This is an optimization exercise on Yosys and OpenROAD, whose aim is small area and a short achievable clock period, not a production implementation. RTL that was checked went through simulation tests only; none was proved equivalent to the original. No functional check of the RTL was part of runs 1, 2 and 6. Power is estimated from default activity; no workload was simulated.

File: flow/run.sh
#!/bin/bash
# synth_recipe.tcl (not shown) runs the flow's synth.tcl, then flattens the netlist and writes it again
# the make line also repeats each setting of config.mk as NAME=value (left out here)
make -C /OpenROAD-flow-scripts/flow DESIGN_CONFIG=/design/flow/config.mk WORK_HOME=/design/flow/orfs CLKGATE_MAP_FILE= SYNTH_SCRIPT=/design/flow/synth_recipe.tcl finish
File: flow/config.mk
export PLATFORM = sky130hd
export DESIGN_NAME = softplus8_pla
export DESIGN_NICKNAME = softplus8_pla
export VERILOG_FILES = /design/flow/design.v
export SDC_FILE = /design/flow/constraint.sdc
export NUM_CORES = 4
export LEC_CHECK = 0
export CAP_MARGIN = 20
export CORE_MARGIN = 2
export CORE_UTILIZATION = 65
export SETUP_SLACK_MARGIN = 2.9
export SLEW_MARGIN = 20
File: flow/constraint.sdc
create_clock -name core_clock -period 5.5 [get_ports {clk}]
set_input_delay 1.1000 -clock core_clock [delete_from_list [all_inputs] [get_ports {clk}]]
set_output_delay 1.1000 -clock core_clock [all_outputs]
set_load 0.01 [all_outputs]
File: flow/design.v
module softplus8_pla (
    input  wire clk,
    input  wire rst,
    input  wire signed [15:0] x,
    output wire [15:0] y
);
  wire tz0 = ~|x[6:0];
  wire big0 = x[15] ? ~&x[14:11] : |x[14:11];
  wire [4:0] cl0;
  assign cl0[0] = (~tz0 & x[8] & x[9] & ~x[10] & ~x[15]) | (~tz0 & x[7] & x[8] & x[9] & ~x[10]) | (x[7] & x[8] & x[9] & ~x[10] & ~x[15]) | (~x[7] & ~x[8] & ~x[9] & x[10]) | (~x[8] & ~x[9] & x[10] & x[15]) | (tz0 & ~x[8] & ~x[9] & x[10]) | (tz0 & ~x[7] & ~x[9] & x[10] & x[15]);
  assign cl0[1] = (~tz0 & x[7] & x[8] & ~x[9] & ~x[10] & ~x[15]) | (~x[8] & x[9] & ~x[10] & ~x[15]) | (tz0 & ~x[7] & x[9] & ~x[10] & ~x[15]) | (~tz0 & x[8] & ~x[9] & x[10] & x[15]) | (~x[7] & ~x[8] & x[9] & x[10] & x[15]) | (tz0 & ~x[8] & x[9] & x[10] & x[15]) | (x[7] & x[8] & ~x[9] & x[10] & x[15]);
  assign cl0[2] = (~x[8] & ~x[9] & ~x[10] & ~x[15]) | (~x[7] & ~x[9] & ~x[10] & ~x[15]) | (tz0 & ~x[9] & ~x[10] & ~x[15]) | (~tz0 & x[7] & x[9] & x[10] & x[15]) | (x[8] & x[9] & x[10] & x[15]);
  assign cl0[3] = (~tz0 & x[7] & x[10] & ~x[15]) | (x[8] & x[10] & ~x[15]) | (x[9] & x[10] & ~x[15]);
  assign cl0[4] = (~x[9] & ~x[10] & x[15]) | (tz0 & ~x[7] & ~x[8] & ~x[10] & x[15]);
  wire [7:0] K0;
  assign K0[0] = (~tz0 & ~x[7] & x[8] & ~x[15]) | (x[7] & ~x[8] & ~x[9] & x[15]) | (x[8] & x[9] & x[10]) | (~x[9] & ~x[10]) | (x[7] & ~x[8] & ~x[10]) | (~x[7] & ~x[8] & x[9] & x[15]) | (~x[7] & x[10] & ~x[15]) | (~tz0 & x[7] & x[9] & x[15]) | (~tz0 & ~x[7] & x[8] & x[10]);
  assign K0[1] = (~x[7] & ~x[8] & x[9]) | (~x[8] & ~x[10] & x[15]) | (x[7] & x[8] & x[10]) | (x[7] & ~x[9] & x[10]) | (~tz0 & ~x[7] & ~x[10] & ~x[15]) | (tz0 & ~x[7] & x[8] & ~x[9]) | (~tz0 & x[7] & x[10]) | (~tz0 & x[8] & ~x[9] & ~x[15]);
  assign K0[2] = (~x[7] & x[10] & ~x[15]) | (~x[7] & x[9] & x[10]) | (tz0 & x[9] & x[10]) | (x[8] & x[9] & x[15]) | (x[7] & ~x[8] & ~x[10] & ~x[15]) | (~x[7] & x[8] & x[15]) | (~tz0 & x[7] & ~x[9] & ~x[10]) | (~tz0 & ~x[8] & ~x[9] & ~x[10]);
  assign K0[3] = (~tz0 & x[9] & ~x[15]) | (~x[9] & x[15]) | (~x[7] & x[8] & x[10]) | (tz0 & x[7] & ~x[10] & ~x[15]) | (~x[8] & x[9] & ~x[15]) | (x[7] & ~x[8] & ~x[9] & ~x[10]);
  assign K0[4] = (~x[7] & ~x[8] & x[9] & ~x[15]) | (x[7] & ~x[8] & x[9] & x[10]) | (~x[7] & x[8] & x[9] & x[10]) | (x[7] & ~x[8] & ~x[9] & ~x[10]) | (x[7] & x[8] & ~x[9] & x[10]) | (tz0 & ~x[7] & ~x[9] & ~x[10]) | (~x[7] & x[8] & ~x[9] & ~x[10]);
  assign K0[5] = (tz0 & ~x[7] & ~x[9] & ~x[10]) | (~x[8] & x[9] & x[10]) | (~tz0 & x[8] & ~x[9] & ~x[15]);
  assign K0[6] = (x[7] & ~x[8] & ~x[9] & ~x[10]) | (~x[7] & x[8] & x[9] & x[10]);
  assign K0[7] = (~x[7] & ~x[8] & ~x[9] & ~x[10]) | (x[7] & x[8] & x[9] & x[10]);
  wire pos0 = ~x[15] & ~(tz0 & ~|x[14:7]);       
  wire zero0 = big0 ? x[15] : cl0[4];
  wire seg70 = big0 ? ~x[15] : cl0[3];
  wire [2:0] jh0 = big0 ? 3'd0 : cl0[2:0];         
  wire [7:0] Ke0 = zero0 ? 8'd0 : seg70 ? 8'd9 : K0;
  reg [14:7] xh1;
  reg [6:0] v1;
  reg [2:0] jh1;
  reg [7:0] K1;
  reg pos1, seg71, ci1;
  wire [6:0] t1 = v1 ^ {7{pos1}};
  wire [12:0] w = {6'd0, v1};
  wire [12:0] rA = jh1[2] ? w << 5 : jh1[1] ? w << 3 : jh1[0] ? w << 1 : 13'd0;
  wire [12:0] rB = jh1[2] ? w << 3 : jh1[1] ? w << 2 : jh1[0] ? w : 13'd0;
  wire [12:0] rC = jh1[2] ? w << 1 : jh1[1] ? w : 13'd0;
  wire [6:0] kc = pos1 ? (jh1[2] ? 7'd42 : jh1[1] ? 7'd13 : jh1[0] ? 7'd3 : 7'd0) : 7'd0;
  wire [12:0] s1 = rA ^ rB ^ rC;
  wire [12:0] c1 = ((rA & rB) | (rA & rC) | (rB & rC)) << 1;
  wire [8:0] lo = {2'b0, s1[6:0]} + {2'b0, c1[6:0]} + {2'b0, kc};
  wire usep = pos1 | seg71;
  wire [9:0] Pl = usep ? {2'b0, xh1[7], t1} : 10'd0;
  wire [9:0] An = seg71 ? {3'b111, ~xh1[14:8]} : 10'd0;
  wire [9:0] PK = Pl + {2'b0, K1} + An + {9'd0, ci1};
  reg [6:0] ph2;
  reg [9:0] PK2;
  reg [5:0] S2, C2;
  reg [1:0] c72;
  wire [9:0] sl = PK2 + {4'd0, S2} + {4'd0, C2} + {8'd0, c72};
  reg [7:0] fl3;
  reg [6:0] ph3;
  reg [1:0] d3;
  wire [6:0] fh = ph3 + {{5{d3[1]}}, d3};
  reg [14:0] f4;
  always @(posedge clk) begin
    xh1 <= x[14:7]; v1 <= x[6:0] ^ {7{pos0}}; jh1 <= jh0; K1 <= Ke0;
    pos1 <= pos0; seg71 <= seg70; ci1 <= seg70 & tz0 & ~x[7];
    ph2 <= usep ? xh1[14:8] : 7'd0; PK2 <= PK; S2 <= s1[12:7]; C2 <= c1[12:7]; c72 <= lo[8:7];
    fl3 <= sl[7:0]; ph3 <= ph2; d3 <= sl[9:8];
  end
  always @(posedge clk or posedge rst)
    if (rst) f4 <= 15'd0;
    else f4 <= {fh, fl3};
  assign y = {1'b0, f4};
endmodule
==> qor.txt, run 1 <==
ratio of cells with drive above 1 in the final layout: 19.75%
Slew Viols, Final: 0
Reg2Reg Depth: 12
dpl ws: 2.158 ns
CTS tree: built
post-DR wirelength/cell: 16.17 um
synth unique cells: 66
drt first-iter violations: 167
Bufs on Longest Clock Path: 2
# setup viols final: 0
Syn Area/Cell: 9.671 um^2
RSZ-0062 raised after global routing: true
DRT Pass-1 Iters: 4
Die Y: 91.45 um
Top Usage Layer GRT: met2
met1 usage: 30.67%
Tcrit/Tclk final: 53.07%
DRC: 0
R2R setup slack: 2.58 ns
hold path cells: 0
row cnt: 31
clk_skew: 0.01673 ns
routability cong.: 0.8739
number of global-route vias before repair: 3865
Tightest Hold Check Type: flop to flop
met3 Track Usage GR: 5.560%
EDFF count, synth: 0
Max stage delay cell, worst path: fa_1
register bit total from synthesis: 89
final hold violation count: 0
clock slew at reported path FFs: 0.10 ns
CP endpoint kind: flop
Post-Synthesis Net Count: 594
post-detailed-route via-to-cell ratio: 5.799
die width: 91.45 um
LEAKAGE: 2.614 nW
worst path cell trace: nor2b_4 -> nand2_2 -> a21o_1 -> fa_1 -> fa_1 -> inv_2 -> ha_4 -> o211ai_1 -> o21a_1 -> o21ai_2 -> a21oi_2 -> xnor2_1
Layout area overhead: 19.18%
hold_buf cts: 0
Worst-Margin Slew: 0.6868 ns
status: timing/DRC/antenna clean
sequential area share after synthesis: 37.35%
Yosys warning total: 1
PD cells: 334.3 nW/um^2
RR Endpoint: c72[0]$_DFF_P_
crit-path leading delay family: adder cells
Post-synth ARST share: 16.85%
worst r2r src: jh1[1]$_SDFF_PP0_
total power: 1.981 mW
Max Cap Viol: 0
Syn Inst Count: 514
Worst VDD drop: 0.0001553 V
top post-synthesis cells by area: dfxtp_1 30%, fa_1 10%, ha_1 9.3%, dfrtp_1 7.6%, inv_1 3.8%
core box area: 7331 um^2
root buffer cell: clkbuf_8
Buf+Inv Stages, Crit Path: 1
all-layer global routing usage: 26.38%
final setup TNS: 0 ns
Worst path most repeated cell: fa_1
Synth top area share: 29.80%
I/O Pins: 34
PortBufs: 32
Synth area leader: dfxtp_1
antenna-violating nets left: 0
Primary FF master, synth: dfxtp_1
HP Start: ph2[3]$_SDFF_PP0_
Clock Sinks: 89
diodes inserted: 0
Core Util, Final: 80.82%
fmax: 342.6 MHz
CP Class: flop to flop
post-route setup slack: 2.581 ns
Crit path largest cell delay: 0.51 ns
Overflow after GRT: 0
nets: 642
global-route wire length before repair: 17800 um
CP arrival: 3.17 ns
DP HPWL: 7156 um
initial core utilization: 67.81%
Worst Hold End: ph3[3]$_DFF_P_
Mapped Area: 4971 um^2
CTS buffer count: 9
startpoint types: flop
initial antenna violation count: 0
Clk Latency, worst-skew pair: 0.36 ns
Final Critical Period: 2.919 ns
pin count of the biggest net entering global routing: 28
met2 usage: 47.37%
CP Max Fanout: 7
H-tree Lvls: 3
die area: 8363 um^2
total wire length: 10770 um
Req. time, crit path: 5.75 ns
vias: 3862
slew margin rel.: 54.21%
[cell usage after synthesis, types with 6 or more instances]
cell type / instances
nor2b_1: 17
clkbuf_1: 12
mux2_2: 7
a31oi_1: 6
fa_1: 25
nand2b_1: 6
o21ai_0: 27
nand2_1: 34
a21oi_1: 30
and2_1: 8
nor2_1: 39
ha_1: 37
xor2_1: 12
inv_1: 50
dfrtp_1: 15
xnor2_1: 12
dfxtp_1: 74
nor3_1: 6
nand3_1: 7
[power by group]
group | total (mW) | switching, mW | internal (mW)
combinational | 0.666 | 0.334 | 0.331
clock | 0.460 | 0.243 | 0.217
sequential | 0.855 | 0.0645 | 0.790
[routing by layer]
metal,part of all wire (%),vias to the layer above
met2,52,132
li1,-,1866
met5,0,-
met3,4.6,38
met4,3.2,0
met1,40,1826
[state kept, by name, summed over array words and instances (netlist names)]
register,flops
S2,5
jh1,3
ph2,7
c72,2
K1,8
f4,15
C2,4
xh1,8
fl3,8
d3,2
pos1,1
seg71,1
v1,7
PK2,10
ci1,1
ph3,7
[how the worst max path moves through the flow]
stage | from | to | slack (ns) | depth (start not counted)
finish | jh1[1]$_SDFF_PP0_ | c72[0]$_DFF_P_ | 2.58 | 12
global route | jh1[0]$_SDFF_PP0_ | c72[0]$_DFF_P_ | 2.45 | 11
CTS | jh1[0]$_SDFF_PP0_ | c72[0]$_DFF_P_ | 2.60 | 13
detailed placement | jh1[2]$_SDFF_PP0_ | c72[0]$_DFF_P_ | 2.16 | 10
global placement | x[7] | jh1[1]$_SDFF_PP0_ | 2.24 | 6
floorplan | jh1[1]$_SDFF_PP0_ | c72[0]$_DFF_P_ | 2.70 | 12
[final cells by class]
cell class | count | area, um^2
sequential | 89 | 1888
inverter | 50 | 191.4
timing repair buffer | 58 | 520.5
fill | 443 | 1406
tap | 99 | 123.9
multi-input combinational | 354 | 2998
clock buffer | 10 | 127.6
clock inverter | 6 | 75.07
[cell usage in the layout (no fill, tap or decap), types with 9 or more instances in the layout]
| cell | n |
|---|---|
| dfxtp_1 | 63 |
| inv_1 | 46 |
| nor2_1 | 34 |
| nand2_1 | 33 |
| ha_1 | 31 |
| clkdlybuf4s50_1 | 27 |
| a21oi_1 | 26 |
| o21ai_0 | 23 |
| fa_1 | 23 |
| buf_4 | 23 |
| dfrtp_1 | 15 |
| nor2b_1 | 13 |
| xnor2_1 | 12 |
| xor2_1 | 12 |
| clkbuf_8 | 9 |
[per-stage QoR]
| step | cell area [um^2] | hold slack (ns) | std cells |
|---|---|---|---|
| after detailed placement | 5354 | 0.3121 | 624 |
| after global routing | 5924 | 0.3223 | 666 |
| after floorplan | 5022 | 0.3096 | 514 |
| after global placement | 5354 | 0.3103 | 624 |
| after CTS | 5742 | 0.3211 | 653 |
| final | 5924 | 0.3200 | 666 |
[logic make-up after synthesis]
kind of cell,count (synthesis),synth area share [%]
buffers and inverters,71,5.688
AND/OR/NAND/NOR,138,14.67
other,1,0.07544
adder cells (fa/ha/maj),63,19.58
XOR/XNOR,24,4.229
AO/OA/AOI/OAI,119,16.41
flip-flops,89,37.35
multiplexers,9,1.989
[repair_timing]
item,in CTS,in global routing
setup endpoints to repair,29,20
pin swaps,11,19
gates resized for setup,38,33
setup buffers,13,13
endpoints found under the hold margin,0,0
==> inputs of run 2 (changes only) <==
--- a/flow/config.mk
+++ b/flow/config.mk
@@ -8,5 +8,4 @@
 export CAP_MARGIN = 20
 export CORE_MARGIN = 2
 export CORE_UTILIZATION = 65
-export SETUP_SLACK_MARGIN = 2.9
 export SLEW_MARGIN = 20
==> run 2 against run 1 <==
Against the previous run: still clean; sequential share of layout area grew 1.8 points; power down 4.8%; clock power decreased by 2%; worst hold slack improved by 0.0058 ns; first-iteration DRC count shrank 23%; non-clock buffer count shrank 26; core utilization down 5.5 points; clock-buffer cell count stayed put; critical path type unchanged; largest cell class unchanged; largest power group unchanged.
==> qor.txt, run 2 <==
status: timing/DRC/antenna clean (unchanged)
post-CTS sizing: 0 (was 38)
Worst VDD drop: 0.0001546 V (was 0.0001553 V)
CTS buffer count: 9 (unchanged)
hold slack: 0.3258 ns (was 0.3200 ns)
H-tree Lvls: 3 (unchanged)
setup repair bufs after CTS: 0 (was 13)
slew margin rel.: 37.10% (was 54.21%)
most frequent cells in the layout: 74 x dfxtp_1, 50 x inv_1, 39 x nor2_1 (was 63 x dfxtp_1, 46 x inv_1, 34 x nor2_1)
diodes inserted: 0 (unchanged)
PD cells: 341.7 nW/um^2 (was 334.3 nW/um^2)
CP Class: flop to flop (unchanged)
Mapped Area: 4971 um^2 (unchanged)
I/O Pins: 34 (unchanged)
metal3 WL: 434 um (was 493 um)
root buffer cell: clkbuf_8 (unchanged)
die width: 91.45 um (unchanged)
worst path cell trace: mux2_2 -> fa_1 -> fa_1 -> inv_1 -> ha_1 -> o211ai_1 -> o21a_1 -> o21ai_0 -> a21oi_1 -> xnor2_1 (was nor2b_4 -> nand2_2 -> a21o_1 -> fa_1 -> fa_1 -> inv_2 -> ha_4 -> o211ai_1 -> o21a_1 -> o21ai_2 -> a21oi_2 -> xnor2_1)
clock slew at reported path FFs: 0.09 ns (was 0.10 ns)
core box area: 7331 um^2 (unchanged)
HP Start: fl3[4]$_DFF_P_ (was ph2[3]$_SDFF_PP0_)
DP HPWL: 6867 um (was 7156 um)
nets: 616 (was 642)
Worst-Margin Slew: 0.9405 ns (was 0.6868 ns)
Syn Inst Count: 514 (unchanged)
final setup TNS: 0 ns (unchanged)
clk_skew: 0.008611 ns (was 0.01673 ns)
met2 routed WL: 4339 um (was 5652 um)
Clk Latency, worst-skew pair: 0.36 ns (about the same)
RSZ-0062 raised after global routing: false (was true)
Worst setup startpoint: jh1[2]$_SDFF_PP0_ (was jh1[1]$_SDFF_PP0_)
Buf+Inv Stages, Crit Path: 1 (unchanged)
most common cell after layout, fill and taps aside: dfxtp_1 (unchanged)
Worst path most repeated cell: fa_1 (unchanged)
register bit total from synthesis: 89 (unchanged)
largest register by flop count: f4 (unchanged)
# setup viols final: 0 (unchanged)
initial antenna violation count: 0 (unchanged)
row cnt: 31 (unchanged)
Tcrit/Tclk final: 62.58% (was 53.07%)
Primary FF master, synth: dfxtp_1 (unchanged)
crit-path leading delay family: adder cells (unchanged)
hold_buf cts: 0 (unchanged)
routability cong.: 0.9153 (was 0.8739)
total wire length: 9059 um (was 10770 um)
Synth area leader: dfxtp_1 (unchanged)
pin count of the biggest net entering global routing: 30 (was 28)
sequential area share after synthesis: 37.35% (unchanged)
final hold violation count: 0 (unchanged)
CP arrival: 3.69 ns (was 3.17 ns)
Crit path largest cell delay: 0.86 ns (was 0.51 ns)
CP Max Fanout: 29 (was 7)
FILL cells: 514 (was 443)
post-detailed-route via-to-cell ratio: 5.678 (was 5.799)
ratio of cells with drive above 1 in the final layout: 6.470% (was 19.75%)
total power: 1.886 mW (was 1.981 mW)
Syn Area/Cell: 9.671 um^2 (unchanged)
startpoint types: flop (unchanged)
vias: 3634 (was 3862)
post-DR wirelength/cell: 14.15 um (was 16.17 um)
drt first-iter violations: 129 (was 167)
Die Y: 91.45 um (unchanged)
number of global-route vias before repair: 3516 (was 3865)
EDFF count, synth: 0 (unchanged)
Req. time, crit path: 5.75 ns (about the same)
Bufs on Longest Clock Path: 2 (unchanged)
LEAKAGE: 2.458 nW (was 2.614 nW)
metal1 wirelength: 4064 um (was 4274 um)
Post-Synthesis Net Count: 594 (unchanged)
PortBufs: 32 (unchanged)
initial core utilization: 67.81% (unchanged)
top post-synthesis cells by area: dfxtp_1 30%, fa_1 10%, ha_1 9.3%, dfrtp_1 7.6%, inv_1 3.8% (unchanged)
global-route wire length before repair: 16040 um (was 17800 um)
Tightest Hold Check Type: flop to flop (unchanged)
most frequent cell after synthesis: dfxtp_1 (unchanged)
CTS tree: built (unchanged)
Largest regs: f4 x15, PK2 x10 (unchanged)
worst r2r src: jh1[2]$_SDFF_PP0_ (was jh1[1]$_SDFF_PP0_)
Yosys warning total: 1 (unchanged)
antenna-violating nets left: 0 (unchanged)
synth cell count leaders: 74 x dfxtp_1, 50 x inv_1, 39 x nor2_1, 37 x ha_1, 34 x nand2_1 (unchanged)
final instance area: 5520 um^2 (was 5924 um^2)
Synth top area share: 29.80% (unchanged)
Clock Sinks: 89 (unchanged)
max reg flops: 15 (unchanged)
DRT Pass-1 Iters: 4 (unchanged)
dpl cell area: 5320 um^2 (was 5354 um^2)
Max Cap Viol: 0 (unchanged)
synth unique cells: 66 (unchanged)
Post-synth ARST share: 16.85% (unchanged)
all-layer global routing usage: 23.92% (was 26.38%)
Core Util, Final: 75.30% (was 80.82%)
Top Layer Used: met4 (unchanged)
Overflow after GRT: 0 (unchanged)
Final Critical Period: 3.442 ns (was 2.919 ns)
Layout area overhead: 11.05% (was 19.18%)
Max stage delay cell, worst path: dfxtp_1 (was fa_1)
fmax: 290.5 MHz (was 342.6 MHz)
DRC: 0 (unchanged)
CP endpoint kind: flop (unchanged)
die area: 8363 um^2 (unchanged)
Slew Viols, Final: 0 (unchanged)
==> run 2: cell counts after synthesis <==
Identical to the previous run, type by type.
==> run 2: where the power goes <==
part | switching, mW | leakage [nW] | internal [mW]
clock network | 0.232 | 0.0983 | 0.216
logic | 0.290 | 1.57 | 0.296
registers | 0.0609 | 0.790 | 0.790
total | 0.583 | 2.46 | 1.30
==> run 2: stage by stage <==
step,instances,setup WS (ns)
2_1_floorplan,514,2.447
3_3_place_gp,624,2.206
3_5_place_dp,624,2.089
4_1_cts,640,2.067
5_1_grt,640,1.828
6_report,640,2.058
==> run 2: final cells by class <==
class	count	area (um^2)	share of cell area (%)
multi-input combinational	354	2831	51.29
clock buffer	10	127.6	2.312
tap	99	123.9	2.244
clock inverter	6	72.57	1.315
inverter	50	187.7	3.400
sequential	89	1857	33.64
timing repair buffer	32	320.3	5.802
==> run 2: worst paths after layout <==
kind                       cells after the start         endpoint  slack [ns]
min                                            0  f4[4]$_DFF_PP0_        0.33
max reg2reg                                   10   c72[0]$_DFF_P_        2.06
min reg2reg                                    0  f4[4]$_DFF_PP0_        0.33
max                                           10   c72[0]$_DFF_P_        2.06
max in group asynchronous                      2  f4[5]$_DFF_PP0_        4.06
min in group asynchronous                      2  f4[1]$_DFF_PP0_        1.08
==> run 2: logic make-up after synthesis <==
family | after synthesis | synth area share [%]
mux | 9 | 1.989
compound gates | 119 | 16.41
simple gates | 138 | 14.67
flops | 89 | 37.35
buf+inv | 71 | 5.688
xor+xnor | 24 | 4.229
other cells | 1 | 0.07544
fa+ha+maj | 63 | 19.58
==> run 2: per-layer routing <==
metal	global-route usage, %	up-vias
li1	-	1812
met1	29.76	1683
met2	39.09	117
met3	6.390	22
met4	10.35	0
met5	0	-
==> inputs of run 3 (changes only) <==
--- a/flow/design.v
+++ b/flow/design.v
@@ -25,39 +25,39 @@
   wire zero0 = big0 ? x[15] : cl0[4];
   wire seg70 = big0 ? ~x[15] : cl0[3];
   wire [2:0] jh0 = big0 ? 3'd0 : cl0[2:0];         
-  wire [7:0] Ke0 = zero0 ? 8'd0 : seg70 ? 8'd9 : K0;
+  wire [7:0] u0 = pos0 ? 8'd128 - {1'b0, x[6:0]} : {1'b0, x[6:0]};
   reg [14:7] xh1;
-  reg [6:0] v1;
+  reg [7:0] u1;
   reg [2:0] jh1;
   reg [7:0] K1;
-  reg pos1, seg71, ci1;
-  wire [6:0] t1 = v1 ^ {7{pos1}};
-  wire [12:0] w = {6'd0, v1};
+  reg pos1, seg71, zero1, ci1;
+  wire [12:0] w = {5'd0, u1};
   wire [12:0] rA = jh1[2] ? w << 5 : jh1[1] ? w << 3 : jh1[0] ? w << 1 : 13'd0;
   wire [12:0] rB = jh1[2] ? w << 3 : jh1[1] ? w << 2 : jh1[0] ? w : 13'd0;
   wire [12:0] rC = jh1[2] ? w << 1 : jh1[1] ? w : 13'd0;
-  wire [6:0] kc = pos1 ? (jh1[2] ? 7'd42 : jh1[1] ? 7'd13 : jh1[0] ? 7'd3 : 7'd0) : 7'd0;
   wire [12:0] s1 = rA ^ rB ^ rC;
   wire [12:0] c1 = ((rA & rB) | (rA & rC) | (rB & rC)) << 1;
-  wire [8:0] lo = {2'b0, s1[6:0]} + {2'b0, c1[6:0]} + {2'b0, kc};
+  wire [7:0] lo = {1'b0, s1[6:0]} + {1'b0, c1[6:0]};
   wire usep = pos1 | seg71;
-  wire [9:0] Pl = usep ? {2'b0, xh1[7], t1} : 10'd0;
+  wire [9:0] Pl = usep ? {2'b0, xh1[7], ~u1[6:0] & {7{~u1[7]}}} : 10'd0;
+  wire [7:0] Ke = zero1 ? 8'd0 : seg71 ? 8'd9 : K1;
   wire [9:0] An = seg71 ? {3'b111, ~xh1[14:8]} : 10'd0;
-  wire [9:0] PK = Pl + {2'b0, K1} + An + {9'd0, ci1};
+  wire [9:0] PK = Pl + {2'b0, Ke} + An + {9'd0, ci1};
   reg [6:0] ph2;
   reg [9:0] PK2;
   reg [5:0] S2, C2;
-  reg [1:0] c72;
-  wire [9:0] sl = PK2 + {4'd0, S2} + {4'd0, C2} + {8'd0, c72};
+  reg c72;
+  wire [9:0] sl = PK2 + {4'd0, S2} + {4'd0, C2} + {9'd0, c72};
   reg [7:0] fl3;
   reg [6:0] ph3;
   reg [1:0] d3;
   wire [6:0] fh = ph3 + {{5{d3[1]}}, d3};
   reg [14:0] f4;
   always @(posedge clk) begin
-    xh1 <= x[14:7]; v1 <= x[6:0] ^ {7{pos0}}; jh1 <= jh0; K1 <= Ke0;
-    pos1 <= pos0; seg71 <= seg70; ci1 <= seg70 & tz0 & ~x[7];
-    ph2 <= usep ? xh1[14:8] : 7'd0; PK2 <= PK; S2 <= s1[12:7]; C2 <= c1[12:7]; c72 <= lo[8:7];
+    xh1 <= x[14:7]; u1 <= u0; jh1 <= jh0; K1 <= K0;
+    pos1 <= pos0; seg71 <= seg70; zero1 <= zero0;
+    ci1 <= tz0 ? (seg70 & ~x[7]) : pos0;
+    ph2 <= usep ? xh1[14:8] : 7'd0; PK2 <= PK; S2 <= s1[12:7]; C2 <= c1[12:7]; c72 <= lo[7];
     fl3 <= sl[7:0]; ph3 <= ph2; d3 <= sl[9:8];
   end
   always @(posedge clk or posedge rst)
--- a/flow/config.mk
+++ b/flow/config.mk
@@ -7,5 +7,6 @@
 export LEC_CHECK = 0
 export CAP_MARGIN = 20
 export CORE_MARGIN = 2
-export CORE_UTILIZATION = 65
+export CORE_UTILIZATION = 75
+export SETUP_SLACK_MARGIN = 3.2
 export SLEW_MARGIN = 20
==> run 3 against run 2 <==
Against the previous run: the run now fails in 4_1_cts; synthesized area fell by 6.4%; synthesized cell count down 5.1%.
==> qor.txt, run 3 <==
status: did not finish (was timing/DRC/antenna clean)
Fail Step: 4_1_cts
Run Error: [ERROR DPL-0033] detailed placement checks failed during check placement.
routability cong.: 0.8788 (was 0.9153)
DP HPWL: 8021 um (was 6867 um)
post-CTS sizing: 123 (was 0)
synth unique cells: 54 (was 66)
Post-synth ARST share: 16.30% (was 16.85%)
die width: 82.77 um (was 91.45 um)
Mapped Area: 4653 um^2 (was 4971 um^2)
synth cell count leaders: 77 x dfxtp_1, 47 x inv_1, 42 x nand2_1, 32 x a21oi_1 (was 74 x dfxtp_1, 50 x inv_1, 39 x nor2_1, 37 x ha_1, 34 x nand2_1)
dpl ws: 2.140 ns (was 2.089 ns)
EDFF count, synth: 0 (unchanged)
dpl cell area: 5165 um^2 (was 5320 um^2)
Placed Instances: 576 (was 624)
I/O Pins: 34 (unchanged)
Syn Area/Cell: 9.535 um^2 (was 9.671 um^2)
root buffer cell: clkbuf_8 (unchanged)
top post-synthesis cells by area: dfxtp_1 33%, fa_1 10%, ha_1 8.3%, dfrtp_1 8.1%, inv_1 3.8% (was dfxtp_1 30%, fa_1 10%, ha_1 9.3%, dfrtp_1 7.6%, inv_1 3.8%)
initial core utilization: 78.13% (was 67.81%)
Primary FF master, synth: dfxtp_1 (unchanged)
CTS buffer count: 9 (unchanged)
PortBufs: 32 (unchanged)
Die Y: 82.77 um (was 91.45 um)
setup repair bufs after CTS: 27 (was 0)
sequential area share after synthesis: 41.19% (was 37.35%)
Syn Inst Count: 488 (was 514)
H-tree Lvls: 3 (unchanged)
register bit total from synthesis: 92 (was 89)
hold_buf cts: 0 (unchanged)
row cnt: 28 (was 31)
Yosys warning total: 1 (unchanged)
Post-Synthesis Net Count: 561 (was 594)
Clock Sinks: 92 (was 89)
Synth area leader: dfxtp_1 (unchanged)
Bufs on Longest Clock Path: 2 (unchanged)
Synth top area share: 33.13% (was 29.80%)
most frequent cell after synthesis: dfxtp_1 (unchanged)
[run 3: cell families after synthesis]
group / Yosys count / synth area share, %
DFF: 92 / 41.19
buffers and inverters: 67 / 5.647
muxes: 1 / 0.2151
AOI/OAI and AO/OA: 107 / 14.84
adders and majority gates: 55 / 18.66
other: 1 / 0.08059
xor gates and xnor gates: 24 / 4.517
and+or+nand+nor: 141 / 14.84
[run 3: power by group through the flow]
stage	registers (mW)	logic [mW]	clock network, mW
2_1_floorplan	0.889	0.320	0
3_3_place_gp	0.870	0.499	0
3_5_place_dp	0.889	0.548	0
[run 3: how the worst max path moves through the flow]
stage | from | to | slack [ns] | cells past startpoint
floorplan | x[1] | K1[0]$_DFF_P_ | 2.92 | 7
global placement | x[1] | K1[2]$_DFF_P_ | 2.19 | 8
detailed placement | x[1] | K1[2]$_DFF_P_ | 2.14 | 8
==> inputs of run 4 (changes only) <==
--- a/flow/config.mk
+++ b/flow/config.mk
@@ -7,6 +7,6 @@
 export LEC_CHECK = 0
 export CAP_MARGIN = 20
 export CORE_MARGIN = 2
-export CORE_UTILIZATION = 75
-export SETUP_SLACK_MARGIN = 3.2
+export CORE_UTILIZATION = 70
+export SETUP_SLACK_MARGIN = 3.1
 export SLEW_MARGIN = 20
==> run 4 against run 3 <==
Against the previous run: now clean on timing, DRC and antenna; synthesized cell count did not move; synthesized area did not move.
==> qor.txt, run 4 <==
Synth top area share: 33.13% (unchanged)
core box area: 6386 um^2
final setup TNS: 0 ns
Slew Viols, Final: 0
Syn Inst Count: 488 (unchanged)
routability cong.: 0.8702 (was 0.8788)
CP Class: flop to flop
fmax: 376.6 MHz
ratio of cells with drive above 1 in the final layout: 23.71%
antenna-violating nets left: 0
Bufs on Longest Clock Path: 2 (unchanged)
I/O Pins: 34 (unchanged)
nets: 612
most frequent cells in the layout: 68 x dfxtp_1, 40 x inv_1, 39 x nand2_1
crit-path leading delay family: adder cells
synth cell count leaders: 77 x dfxtp_1, 47 x inv_1, 42 x nand2_1, 32 x a21oi_1 (unchanged)
CTS tree: built
CTS buffer count: 9 (unchanged)
pin count of the biggest net entering global routing: 26
initial core utilization: 72.86% (was 78.13%)
clk_skew: 0.01733 ns
post-route setup slack: 2.844 ns
most common cell after layout, fill and taps aside: dfxtp_1
post-detailed-route via-to-cell ratio: 6.688
Crit path largest cell delay: 0.58 ns
LEAKAGE: 2.598 nW
startpoint types: flop
Layout area overhead: 25.57%
Primary FF master, synth: dfxtp_1 (unchanged)
DRT Pass-1 Iters: 8
dpl ws: 2.124 ns (was 2.140 ns)
hold_buf cts: 0 (unchanged)
slew margin rel.: 62.46%
# setup viols final: 0
root buffer cell: clkbuf_8 (unchanged)
EDFF count, synth: 0 (unchanged)
total wire length: 14360 um
Yosys warning total: 1 (unchanged)
Max stage delay cell, worst path: fa_1
post-DR wirelength/cell: 23.12 um
RSZ-0062 raised after global routing: true
Clock Sinks: 92 (unchanged)
row cnt: 29 (was 28)
Post-Synthesis Net Count: 561 (unchanged)
Overflow after GRT: 0
Req. time, crit path: 5.80 ns
Largest regs: f4 x15, PK2 x10
sequential area share after synthesis: 41.19% (unchanged)
drt first-iter violations: 355
DP HPWL: 7061 um (was 8021 um)
R2R setup slack: 2.84 ns
PortBufs: 32 (unchanged)
die area: 7315 um^2
CP arrival: 2.96 ns
H-tree Lvls: 3 (unchanged)
CP Max Fanout: 12
Worst VDD drop: 0.0003242 V
clock slew at reported path FFs: 0.10 ns
initial antenna violation count: 1
number of global-route vias before repair: 3966
all-layer global routing usage: 33.40%
Syn Area/Cell: 9.535 um^2 (unchanged)
status: timing/DRC/antenna clean (was did not finish)
final hold violation count: 0
diodes inserted: 0
worst path cell trace: or3_4 -> fa_1 -> inv_1 -> ha_4 -> nand2_2 -> nor3_4 -> a211o_1 -> a21oi_2 -> xnor2_1
max reg flops: 15
Tcrit/Tclk final: 48.28%
CP endpoint kind: flop
synth unique cells: 54 (unchanged)
Max Cap Viol: 0
PD cells: 348.1 nW/um^2
Tightest Hold Check Type: flop to flop
Final Critical Period: 2.656 ns
largest register by flop count: f4
Buf+Inv Stages, Crit Path: 1
Post-synth ARST share: 16.30% (unchanged)
global-route wire length before repair: 18890 um
total power: 2.034 mW
Clk Latency, worst-skew pair: 0.38 ns
vias: 4153
most frequent cell after synthesis: dfxtp_1 (unchanged)
Worst-Margin Slew: 0.5625 ns
Mapped Area: 4653 um^2 (unchanged)
Die Y: 85.53 um (was 82.77 um)
die width: 85.53 um (was 82.77 um)
Synth area leader: dfxtp_1 (unchanged)
DRC: 0
register bit total from synthesis: 92 (unchanged)
top post-synthesis cells by area: dfxtp_1 33%, fa_1 10%, ha_1 8.3%, dfrtp_1 8.1%, inv_1 3.8% (unchanged)
[run 4: cell counts after synthesis]
No cell type changed its count.
[run 4: area by class of cell]
class	instances	area, um^2
clock buffers	10	137.6
well taps	77	96.34
flip-flops and latches	92	1938
fillers	234	543.0
multi-input cells	329	2869
clock inverters	6	62.56
inverters	48	195.2
repair buffers	59	544.3
[run 4: per-layer routing]
layer	global-route usage (%)	vias to the layer above	share of wire (%)
li1	-	1762	-
met1	37.37	1922	34
met2	58.24	361	49
met3	5.294	106	9.1
met4	22.94	2	8.3
met5	0	-	0.11
[run 4: metrics by stage]
step / cells / cell area, um^2 / util (%) / hold WS (ns)
after global placement: 578 / 5106 / 79.96 / 0.3100
final: 621 / 5843 / 91.50 / 0.3361
after detailed placement: 578 / 5106 / 79.96 / 0.3121
after global routing: 621 / 5843 / 91.50 / 0.3426
after floorplan: 488 / 4787 / - / 0.3096
after CTS: 610 / 5629 / 88.15 / 0.3299
[run 4: final timing paths]
| check | startpoint | to | cells after the start |
|---|---|---|---|
| worst max-delay path | u1[7]$_SDFF_PN0_ | PK2[9]$_DFF_P_ | 9 |
| worst min-delay path | ph2[4]$_SDFF_PP0_ | ph3[4]$_DFF_P_ | 0 |
| worst max register to register | u1[7]$_SDFF_PN0_ | PK2[9]$_DFF_P_ | 9 |
| worst min register to register | ph2[4]$_SDFF_PP0_ | ph3[4]$_DFF_P_ | 0 |
| max in group asynchronous | rst | f4[14]$_DFF_PP0_ | 2 |
| min in group asynchronous | rst | f4[0]$_DFF_PP0_ | 2 |
[run 4: what timing repair did]
item	in CTS	in global routing
gates resized for setup	82	45
pin swaps	25	23
setup endpoints to repair	29	21
setup buffers	16	11
[run 4: kinds of logic (layout without fill, tap and decap cells)]
logic type	after synthesis	count (layout)	share of synthesized area (%)
mux	1	1	0.2151
fa+ha+maj	55	55	18.66
compound gates	107	107	14.84
xor+xnor	24	24	4.517
simple gates	141	141	14.84
flops	92	92	41.19
other cells	1	1	0.08059
buf+inv	67	123	5.647
[run 4: power by group]
| part | leakage [nW] | internal [mW] | switching, mW |
|---|---|---|---|
| Combinational | 1.67 | 0.322 | 0.360 |
| Sequential | 0.821 | 0.804 | 0.0732 |
| Clock | 0.104 | 0.191 | 0.284 |
| Total | 2.60 | 1.32 | 0.717 |
==> inputs of run 5 (changes only) <==
--- a/flow/config.mk
+++ b/flow/config.mk
@@ -7,6 +7,6 @@
 export LEC_CHECK = 0
 export CAP_MARGIN = 20
 export CORE_MARGIN = 2
-export CORE_UTILIZATION = 70
-export SETUP_SLACK_MARGIN = 3.1
+export CORE_UTILIZATION = 65
+export SETUP_SLACK_MARGIN = 2.9
 export SLEW_MARGIN = 20
==> run 5 against run 4 <==
Against the previous run: worst hold slack lost 0.012 ns; synthesized area is the same; cell area shrank 4.6%; register-to-register slack gained 0.02 ns; largest power group unchanged; non-clock buffer count shrank 16; clock-buffer cell count shrank 1; clock skew is essentially flat; combinational power shrank 17%; sequential cell count is the same; critical path depth grew 1.
==> qor.txt, run 5 <==
status: timing/DRC/antenna clean (unchanged)
top post-synthesis cells by area: dfxtp_1 33%, fa_1 10%, ha_1 8.3%, dfrtp_1 8.1%, inv_1 3.8% (unchanged)
post-detailed-route via-to-cell ratio: 5.827 (was 6.688)
Post-synth ARST share: 16.30% (unchanged)
synth cell count leaders: 77 x dfxtp_1, 47 x inv_1, 42 x nand2_1, 32 x a21oi_1 (unchanged)
all-layer global routing usage: 25.81% (was 33.40%)
Mapped Area: 4653 um^2 (unchanged)
total wire length: 10250 um (was 14360 um)
Final Critical Period: 2.636 ns (was 2.656 ns)
CTS tree: built (unchanged)
worst path cell trace: nor2_4 -> or3_1 -> fa_1 -> inv_1 -> ha_1 -> nand3_2 -> and2_4 -> o21a_1 -> o21ai_2 -> xnor2_1 (was or3_4 -> fa_1 -> inv_1 -> ha_4 -> nand2_2 -> nor3_4 -> a211o_1 -> a21oi_2 -> xnor2_1)
row cnt: 30 (was 29)
largest register by flop count: f4 (unchanged)
Max Cap Viol: 0 (unchanged)
vias: 3630 (was 4153)
global-route wire length before repair: 15600 um (was 18890 um)
sequential area share after synthesis: 41.19% (unchanged)
clock slew at reported path FFs: 0.10 ns (about the same)
H-tree Lvls: 3 (unchanged)
nets: 596 (was 612)
CP Class: flop to flop (unchanged)
final instance area: 5573 um^2 (was 5843 um^2)
root buffer cell: clkbuf_8 (unchanged)
CP arrival: 2.93 ns (was 2.96 ns)
routability cong.: 0.8386 (was 0.8702)
Syn Area/Cell: 9.535 um^2 (unchanged)
Synth Area in Compound Gates: 14.84% (unchanged)
Buf+Inv Stages, Crit Path: 1 (unchanged)
Post-Synth Adder-Cell Area: 18.66% (unchanged)
Crit path largest cell delay: 0.55 ns (was 0.58 ns)
Post-Synthesis Net Count: 561 (unchanged)
Die Y: 88.61 um (was 85.53 um)
Primary FF master, synth: dfxtp_1 (unchanged)
synth unique cells: 54 (unchanged)
Tcrit/Tclk final: 47.93% (was 48.28%)
I/O Pins: 34 (unchanged)
antenna-violating nets left: 0 (unchanged)
RSZ-0062 raised after global routing: true (unchanged)
Seq. cell area: 1928 um^2 (was 1938 um^2)
CP endpoint kind: flop (unchanged)
Bufs on Longest Clock Path: 2 (unchanged)
Largest regs: f4 x15, PK2 x10 (unchanged)
most frequent cells in the layout: 72 x dfxtp_1, 45 x inv_1, 39 x nand2_1 (was 68 x dfxtp_1, 40 x inv_1, 39 x nand2_1)
LEAKAGE: 2.514 nW (was 2.598 nW)
Core Util, Final: 81.13% (was 91.50%)
Slew Viols, Final: 0 (unchanged)
max reg flops: 15 (unchanged)
initial antenna violation count: 0 (was 1)
post-synthesis mux area share: 0.2151% (unchanged)
Tightest Hold Check Type: flop to flop (unchanged)
final setup TNS: 0 ns (unchanged)
largest family of logic cells by synthesized area: adder cells (unchanged)
number of global-route vias before repair: 3411 (was 3966)
Syn Inst Count: 488 (unchanged)
total power: 1.927 mW (was 2.034 mW)
Clock Sinks: 92 (unchanged)
DP HPWL: 6639 um (was 7061 um)
slew margin rel.: 47.09% (was 62.46%)
register bit total from synthesis: 92 (unchanged)
xor-xnor portion of the synthesized cell area: 4.517% (unchanged)
drt first-iter violations: 128 (was 355)
most frequent cell after synthesis: dfxtp_1 (unchanged)
hold_buf cts: 0 (unchanged)
Synth area leader: dfxtp_1 (unchanged)
FILL cells: 437 (was 234)
pin count of the biggest net entering global routing: 26 (unchanged)
crit-path leading delay family: adder cells (unchanged)
Req. time, crit path: 5.79 ns (was 5.80 ns)
# setup viols final: 0 (unchanged)
core box area: 6869 um^2 (was 6386 um^2)
CTS buffer count: 9 (unchanged)
Post-Synth Simple-Gate Area: 14.84% (unchanged)
Overflow after GRT: 0 (unchanged)
startpoint types: flop (unchanged)
Max stage delay cell, worst path: fa_1 (unchanged)
die area: 7852 um^2 (was 7315 um^2)
dpl cell area: 5059 um^2 (was 5106 um^2)
Worst VDD drop: 0.0001682 V (was 0.0003242 V)
clk_skew: 0.01766 ns (was 0.01733 ns)
DRC: 0 (unchanged)
Layout area overhead: 19.76% (was 25.57%)
EDFF count, synth: 0 (unchanged)
Clk Latency, worst-skew pair: 0.36 ns (was 0.38 ns)
final hold violation count: 0 (unchanged)
PortBufs: 32 (unchanged)
diodes inserted: 0 (unchanged)
most common cell after layout, fill and taps aside: dfxtp_1 (unchanged)
initial core utilization: 67.74% (was 72.86%)
fmax: 379.3 MHz (was 376.6 MHz)
die width: 88.61 um (was 85.53 um)
Worst-Margin Slew: 0.7937 ns (was 0.5625 ns)
Synth top area share: 33.13% (unchanged)
DRT Pass-1 Iters: 5 (was 8)
multi-input logic area: 2728 um^2 (was 2869 um^2)
Yosys warning total: 1 (unchanged)
PD cells: 345.8 nW/um^2 (was 348.1 nW/um^2)
CP Max Fanout: 8 (was 12)
ratio of cells with drive above 1 in the final layout: 14.42% (was 23.71%)
post-DR wirelength/cell: 16.44 um (was 23.12 um)
-- run 5: kinds of logic after synthesis --
| kind of cell | Yosys count |
|---|---|
| and+or+nand+nor | 141 |
| muxes | 1 |
| other | 1 |
| xor gates and xnor gates | 24 |
| buffers and inverters | 67 |
| adders and majority gates | 55 |
| DFF | 92 |
| AOI/OAI and AO/OA | 107 |
-- run 5: metrics by stage --
stage          worst slack (ns)  std cells  hold slack (ns)
5_1_grt                   2.774        623           0.3371
6_report                  2.864        623           0.3240
4_1_cts                   2.861        618           0.3343
2_1_floorplan             2.886        488           0.3096
3_3_place_gp              2.312        597           0.3104
3_5_place_dp              2.248        597           0.3121
-- run 5: worst register-to-register path, delay by kind of cell, from the launching register on --
family | cells | cell delay [ns]
AOI/OAI and AO/OA | 2 | 0.39
adders and majority gates | 2 | 0.86
buffers and inverters | 1 | 0.08
and+or+nand+nor | 4 | 0.70
xor gates and xnor gates | 1 | 0.15
DFF | 1 | 0.39
-- run 5: where the power goes --
group / leakage, nW / total [mW] / internal, mW / switching [mW]
combinational: 1.59 / 0.567 / 0.284 / 0.282
clock: 0.108 / 0.500 / 0.259 / 0.241
sequential: 0.820 / 0.860 / 0.803 / 0.0570
total: 2.51 / 1.93 / 1.35 / 0.581
-- run 5: worst paths after layout --
kind                                start               end  slack (ns)  cells after the start
setup / recovery            seg71$_DFF_P_    PK2[7]$_DFF_P_        2.86                     10
hold / removal             fl3[7]$_DFF_P_   f4[7]$_DFF_PP0_        0.32                      0
setup reg to reg            seg71$_DFF_P_    PK2[7]$_DFF_P_        2.86                     10
hold reg to reg            fl3[7]$_DFF_P_   f4[7]$_DFF_PP0_        0.32                      0
max in group asynchronous             rst  f4[14]$_DFF_PP0_        4.07                      2
min in group asynchronous             rst   f4[7]$_DFF_PP0_        1.07                      2
-- run 5: final cells by class --
| cell class | instances | area share (%) |
|---|---|---|
| sequential | 92 | 34.60 |
| timing repair buffer | 43 | 7.072 |
| clock inverter | 6 | 1.729 |
| clock buffer | 9 | 2.223 |
| multi-input combinational | 329 | 48.94 |
| inverter | 48 | 3.278 |
| tap | 96 | 2.155 |
-- run 5: per-layer routing --
| metal | vias to the layer above | global-route usage, % | part of all wire [%] |
|---|---|---|---|
| met5 | - | 0 | 0 |
| li1 | 1726 | - | - |
| met2 | 132 | 44.77 | 52 |
| met3 | 38 | 5.410 | 4.6 |
| met4 | 0 | 11.98 | 3.9 |
| met1 | 1734 | 30.69 | 39 |
-- run 5: timing repair --
| item | in CTS | in global routing |
|---|---|---|
| resized for setup | 33 | 38 |
| setup buffers | 6 | 5 |
| endpoints found under the hold margin | 0 | 0 |
| pin swaps | 5 | 18 |
| endpoints found under the setup margin | 27 | 20 |
==> inputs of run 6 (changes only) <==
==> flow/design.v (replaced) <==
module softplus8_pla (
    input  wire clk,
    input  wire rst,
    input  wire signed [15:0] x,
    output wire [15:0] y
);
  wire neg0 = x[15];
  wire tz0 = ~|x[6:0];
  wire [3:0] am0 = x[10:7] ^ {4{neg0}};
  wire big0 = neg0 ? ~&x[14:11] : |x[14:11];
  wire pos0 = ~neg0;                                         
  wire ge9 = am0[3] & (am0[2] | am0[1] | am0[0]);
  wire seg70 = ~neg0 & (big0 | ge9);                         
  wire zero0 = neg0 & (big0 | (am0[3] & am0[2]) | (am0 == 4'd11 & tz0));   
  wire [2:0] jh0 = (big0 | ge9) ? 3'd0 :
                   {am0 <= 4'd2, am0 >= 4'd3 & am0 <= 4'd5, am0 >= 4'd6};    
  wire inc0 = tz0 & ~big0 & (neg0 ? (am0 == 4'd2 | am0 == 4'd5) : am0 == 4'd9);
  wire dec0 = tz0 & ~big0 & (neg0 ? am0 == 4'd8 : (am0 == 4'd3 | am0 == 4'd6));
  wire [7:0] u0 = pos0 ? 8'd128 - {1'b0, x[6:0]} : {1'b0, x[6:0]};
  reg [15:7] xh1;
  reg [7:0] u1;
  reg [2:0] jh1;
  reg pos1, seg71, zero1, ci1, dec1;
  wire [12:0] w = {5'd0, u1};
  wire [12:0] rA = jh1[2] ? w << 5 : jh1[1] ? w << 3 : jh1[0] ? w << 1 : 13'd0;
  wire [12:0] rB = jh1[2] ? w << 3 : jh1[1] ? w << 2 : jh1[0] ? w : 13'd0;
  wire [12:0] rC = jh1[2] ? w << 1 : jh1[1] ? w : 13'd0;
  wire [12:0] s1 = rA ^ rB ^ rC;
  wire [12:0] c1 = ((rA & rB) | (rA & rC) | (rB & rC)) << 1;
  wire [7:0] lo = {1'b0, s1[6:0]} + {1'b0, c1[6:0]};
  wire [5:0] hi = s1[12:7] + c1[12:7];    
  wire [3:0] am1 = xh1[10:7] ^ {4{xh1[15]}};
  wire [7:0] K1;
  assign K1[0] = (~am1[0] & am1[1]) | (~am1[2] & ~am1[3]) | (am1[1] & am1[3]) | (~am1[0] & ~am1[2]) | (am1[0] & ~am1[1] & am1[2]);
  assign K1[1] = (~am1[0] & ~am1[3]) | (am1[1] & ~am1[2]);
  assign K1[2] = (~am1[1] & ~am1[2]) | (am1[0] & ~am1[2] & ~am1[3]) | (am1[0] & ~am1[1]);
  assign K1[3] = (am1[0] & ~am1[1] & ~am1[3]) | (am1[2]);
  assign K1[4] = (am1[0] & ~am1[1] & ~am1[2] & ~am1[3]) | (~am1[0] & am1[1] & ~am1[2] & ~am1[3]) | (~am1[0] & ~am1[1] & am1[2]);
  assign K1[5] = (am1[1] & ~am1[2] & ~am1[3]);
  assign K1[6] = (am1[0] & ~am1[1] & ~am1[2] & ~am1[3]);
  assign K1[7] = (~am1[0] & ~am1[1] & ~am1[2] & ~am1[3]);
  wire usep = pos1 | seg71;
  wire [9:0] Pl = usep ? {2'b0, xh1[7], ~u1[6:0] & {7{~u1[7]}}} : 10'd0;
  wire [7:0] Ke = zero1 ? 8'd0 : seg71 ? 8'd9 : K1;
  wire [9:0] An = seg71 ? {3'b111, ~xh1[14:8]} : {10{dec1}};
  wire [9:0] PK = Pl + {2'b0, Ke} + An + {9'd0, ci1};
  reg [6:0] ph2;
  reg [9:0] PK2;
  reg [5:0] H2;
  reg c72;
  wire [9:0] sl = PK2 + {4'd0, H2} + {9'd0, c72};
  reg [7:0] fl3;
  reg [6:0] ph3;
  reg [1:0] d3;
  wire [6:0] fh = ph3 + {{5{d3[1]}}, d3};
  reg [14:0] f4;
  always @(posedge clk) begin
    xh1 <= x[15:7]; u1 <= u0; jh1 <= jh0;
    pos1 <= pos0; seg71 <= seg70; zero1 <= zero0; dec1 <= dec0;
    ci1 <= tz0 ? ((seg70 & ~x[7]) | inc0) : pos0;
    ph2 <= usep ? xh1[14:8] : 7'd0; PK2 <= PK; H2 <= hi; c72 <= lo[7];
    fl3 <= sl[7:0]; ph3 <= ph2; d3 <= sl[9:8];
  end
  always @(posedge clk or posedge rst)
    if (rst) f4 <= 15'd0;
    else f4 <= {fh, fl3};
  assign y = {1'b0, f4};
endmodule
--- a/flow/config.mk
+++ b/flow/config.mk
@@ -7,6 +7,6 @@
 export LEC_CHECK = 0
 export CAP_MARGIN = 20
 export CORE_MARGIN = 2
-export CORE_UTILIZATION = 65
+export CORE_UTILIZATION = 70
 export SETUP_SLACK_MARGIN = 2.9
 export SLEW_MARGIN = 20
==> run 6 against run 5 <==
Against the previous run: sequential cell count shrank 11; clock-buffer cell count grew 1; cell area shrank 1.4%; critical endpoint is now PK2[9]$_DFF_P_; largest power group unchanged; highest routed layer unchanged.
==> qor.txt, run 6 <==
DRC: 0 (unchanged)
most frequent cells in the layout: 55 x dfxtp_1, 47 x inv_1, 36 x nand2_1 (was 72 x dfxtp_1, 45 x inv_1, 39 x nand2_1)
RR Endpoint: PK2[9]$_DFF_P_ (was PK2[7]$_DFF_P_)
dpl cell area: 4897 um^2 (was 5059 um^2)
R2R setup slack: 2.44 ns (was 2.86 ns)
Slew Viols, Final: 0 (unchanged)
most frequent cell after synthesis: dfxtp_1 (unchanged)
pin count of the biggest net entering global routing: 21 (was 26)
register bit total from synthesis: 81 (was 92)
CP Class: flop to flop (unchanged)
drt first-iter violations: 226 (was 128)
Primary FF master, synth: dfxtp_1 (unchanged)
number of global-route vias before repair: 3269 (was 3411)
Die Y: 84.12 um (was 88.61 um)
core box area: 6277 um^2 (was 6869 um^2)
total wire length: 10370 um (was 10250 um)
root buffer cell: clkbuf_8 (unchanged)
Worst setup startpoint: xh1[15]$_DFF_P_ (was seg71$_DFF_P_)
H-tree Lvls: 3 (unchanged)
Tightest Hold Check Type: flop to flop (unchanged)
Reg2Reg Depth: 11 (was 10)
synth cell count leaders: 66 x dfxtp_1, 53 x inv_1, 38 x nand2_1, 33 x ha_1, 28 x a21oi_1 (was 77 x dfxtp_1, 47 x inv_1, 42 x nand2_1, 32 x a21oi_1)
worst r2r src: xh1[15]$_DFF_P_ (was seg71$_DFF_P_)
max reg flops: 15 (unchanged)
synth unique cells: 61 (was 54)
FILL cells: 292 (was 437)
most common cell after layout, fill and taps aside: dfxtp_1 (unchanged)
Tcrit/Tclk final: 55.69% (was 47.93%)
hold_buf cts: 0 (unchanged)
met3 Track Usage GR: 4.649% (was 5.410%)
PD cells: 320.8 nW/um^2 (was 345.8 nW/um^2)
die area: 7075 um^2 (was 7852 um^2)
all-layer global routing usage: 25.90% (was 25.81%)
largest register by flop count: f4 (unchanged)
Worst VDD drop: 0.0003466 V (was 0.0001682 V)
initial core utilization: 71.58% (was 67.74%)
clock slew at reported path FFs: 0.09 ns (was 0.10 ns)
dpl ws: 2.275 ns (was 2.248 ns)
CTS tree: built (unchanged)
Clock Sinks: 81 (was 92)
CP endpoint kind: flop (unchanged)
ratio of cells with drive above 1 in the final layout: 20.15% (was 14.42%)
CP arrival: 3.34 ns (was 2.93 ns)
Req. time, crit path: 5.78 ns (was 5.79 ns)
PortBufs: 32 (unchanged)
Synth area leader: dfxtp_1 (unchanged)
Layout area overhead: 22.28% (was 19.76%)
Synth top area share: 29.41% (was 33.13%)
diodes inserted: 0 (unchanged)
Top Usage Layer GRT: met2 (unchanged)
RSZ-0062 raised after global routing: true (unchanged)
fmax: 326.5 MHz (was 379.3 MHz)
clk_skew: 0.01117 ns (was 0.01766 ns)
Final Critical Period: 3.063 ns (was 2.636 ns)
post-detailed-route via-to-cell ratio: 5.964 (was 5.827)
top post-synthesis cells by area: dfxtp_1 29%, fa_1 9.4%, ha_1 9.2%, dfrtp_1 8.4%, inv_1 4.4% (was dfxtp_1 33%, fa_1 10%, ha_1 8.3%, dfrtp_1 8.1%, inv_1 3.8%)
global-route wire length before repair: 14710 um (was 15600 um)
CP Max Fanout: 4 (was 8)
initial antenna violation count: 0 (unchanged)
Largest regs: f4 x15, PK2 x10, xh1 x9 (was f4 x15, PK2 x10)
vias: 3626 (was 3630)
Post-Synthesis Net Count: 547 (was 561)
Clk Latency, worst-skew pair: 0.37 ns (was 0.36 ns)
Overflow after GRT: 0 (unchanged)
Syn Inst Count: 475 (was 488)
die width: 84.12 um (was 88.61 um)
status: timing/DRC/antenna clean (unchanged)
Yosys warning total: 1 (unchanged)
Worst-Margin Slew: 0.7406 ns (was 0.7937 ns)
Mapped Area: 4493 um^2 (was 4653 um^2)
Syn Area/Cell: 9.459 um^2 (was 9.535 um^2)
LEAKAGE: 2.525 nW (was 2.514 nW)
row cnt: 29 (was 30)
DP HPWL: 6178 um (was 6639 um)
startpoint types: flop (unchanged)
DRT Pass-1 Iters: 4 (was 5)
# setup viols final: 0 (unchanged)
Post-synth ARST share: 18.52% (was 16.30%)
met1 usage: 30.32% (was 30.69%)
met2 usage: 46.90% (was 44.77%)
Core Util, Final: 87.52% (was 81.13%)
CTS buffer count: 9 (unchanged)
post-route setup slack: 2.437 ns (was 2.864 ns)
antenna-violating nets left: 0 (unchanged)
Max Cap Viol: 0 (unchanged)
slew margin rel.: 50.63% (was 47.09%)
final hold violation count: 0 (unchanged)
final setup TNS: 0 ns (unchanged)
post-DR wirelength/cell: 17.06 um (was 16.44 um)
hold slack: 0.3221 ns (was 0.3240 ns)
sequential area share after synthesis: 37.76% (was 41.19%)
final instance area: 5494 um^2 (was 5573 um^2)
nets: 598 (was 596)
routability cong.: 0.8509 (was 0.8386)
I/O Pins: 34 (unchanged)
CP endpoint: PK2[9]$_DFF_P_ (was PK2[7]$_DFF_P_)
Bufs on Longest Clock Path: 2 (unchanged)
EDFF count, synth: 0 (unchanged)
==> run 6: cell count changes after synthesis, sizes merged, moves of 4 or more <==
cell / previous run / this run
a21o: 5 / 10
a21oi: 32 / 28
a221oi: 5 / 1
and3: 2 / 8
dfxtp: 77 / 66
inv: 47 / 53
nand2: 42 / 38
nand3: 10 / 6
nor2: 31 / 25
o21ai: 21 / 17
o22ai: 6 / 2
o31ai: 6 / 1
xor2: 4 / 12
==> run 6: layout make-up <==
type | count | area [um^2] | share of cell area (%)
Timing Repair Buffer | 59 | 544.3 | 9.907
Inverter | 53 | 198.9 | 3.621
Clock inverter | 6 | 50.05 | 0.9110
Multi-Input combinational cell | 322 | 2736 | 49.81
Clock buffer | 10 | 137.6 | 2.505
Tap cell | 77 | 96.34 | 1.754
Sequential cell | 81 | 1730 | 31.50
==> run 6: through the flow <==
stage / std cells / total power [mW]
global route: 608 / 1.847
CTS: 592 / 1.703
global placement: 565 / 1.270
finish: 608 / 1.762
detailed placement: 565 / 1.292
floorplan: 475 / 1.105
==> run 6: logic make-up (layout without fill, tap and decap cells) <==
kind of cell	count (synthesis)	after routing	share of synthesized area (%)
buf+inv	72	128	6.126
mux	6	6	1.782
compound gates	99	99	14.82
fa+ha+maj	54	54	18.55
xor+xnor	29	29	5.653
simple gates	133	133	15.23
flops	81	81	37.76
other cells	1	1	0.08346
==> run 6: worst max-delay path, cell delays in order, from the launching register on <==
cell and delay [ns]:
dfxtp_4 0.36, or3_4 0.40, buf_4 0.14, nor3_1 0.18
a41oi_1 0.09, nor3_1 0.32, fa_1 0.50, ha_1 0.37
a21oi_1 0.20, o21ai_2 0.10, a21oi_2 0.17, xnor2_1 0.15
==> run 6: power by group <==
group	total, mW	switching, mW	internal [mW]
clock	0.405	0.225	0.181
combinational	0.567	0.266	0.301
sequential	0.790	0.0669	0.723
total	1.76	0.558	1.20
==> run 6: timing repair <==
action / 4_1_cts / 5_1_grt
setup endpoints to repair: 13 / 9
gates cloned: 0 / 0
buffers inserted: 11 / 16
pin swaps: 5 / 33
resized for setup: 25 / 42
==> run 6: worst min path at each step <==
stage / to / slack (ns) / startpoint / depth (start not counted)
final: f4[5]$_DFF_PP0_ / 0.32 / fl3[5]$_DFF_P_ / 0
after global routing: f4[5]$_DFF_PP0_ / 0.32 / fl3[5]$_DFF_P_ / 0
after CTS: f4[5]$_DFF_PP0_ / 0.32 / fl3[5]$_DFF_P_ / 0
after detailed placement: ph3[1]$_DFF_P_ / 0.31 / ph2[1]$_SDFF_PP0_ / 0
after global placement: ph3[2]$_DFF_P_ / 0.31 / ph2[2]$_SDFF_PP0_ / 0
after floorplan: ph3[0]$_DFF_P_ / 0.31 / ph2[0]$_SDFF_PP0_ / 0
==> run 6: layer usage <==
layer / vias to the layer above / wire [um]
met5: - / 0
met4: 0 / 308
met3: 35 / 549
met2: 162 / 5451
met1: 1719 / 4065
li1: 1710 / -

afterwards: timing with drivers on the ports:
The flow's constraints put no driver on any port. The routed layouts listed below were extracted and timed again, unchanged, in two steps. Step 1 (the two cells are an assumption about what drives the block):
set clk [get_ports {clk}]
set_driving_cell -lib_cell sky130_fd_sc_hd__clkbuf_16 $clk
set_driving_cell -lib_cell sky130_fd_sc_hd__buf_2 [delete_from_list [all_inputs] $clk]
Step 2 adds t to the input delays and takes it off the output delays; t is the mean of the earliest and latest rising clock arrival at the registers after step 1. Input paths then give back, and output paths get back, about the clock's delay inside the block. a / b / c = ideal / step 1 / step 2; a / b = the first two.
run | shift t [ns] | setup WS [ns] | worst setup path after step 2 | latest minus earliest clock arrival (ns) | worst register clock-pin slew, ns
run 1 | 0.389 | 2.581 / 2.581 / 2.579 | input to register | 0.018 / 0.018 | 0.10 / 0.10
run 2 | 0.388 | 2.058 / 2.058 / 2.047 | input to register | 0.009 / 0.009 | 0.09 / 0.09
run 4 | 0.408 | 2.844 / 2.844 / 2.666 | input to register | 0.019 / 0.018 | 0.11 / 0.11
run 5 | 0.389 | 2.864 / 2.864 / 2.611 | input to register | 0.018 / 0.018 | 0.10 / 0.10
run 6 | 0.397 | 2.437 / 2.437 / 2.437 | register to register | 0.012 / 0.012 | 0.09 / 0.09
After both steps every run listed still meets setup and hold. The setup slack of run 5, which loses most, moves by 0.000 ns with the drivers and by -0.253 ns with both steps.
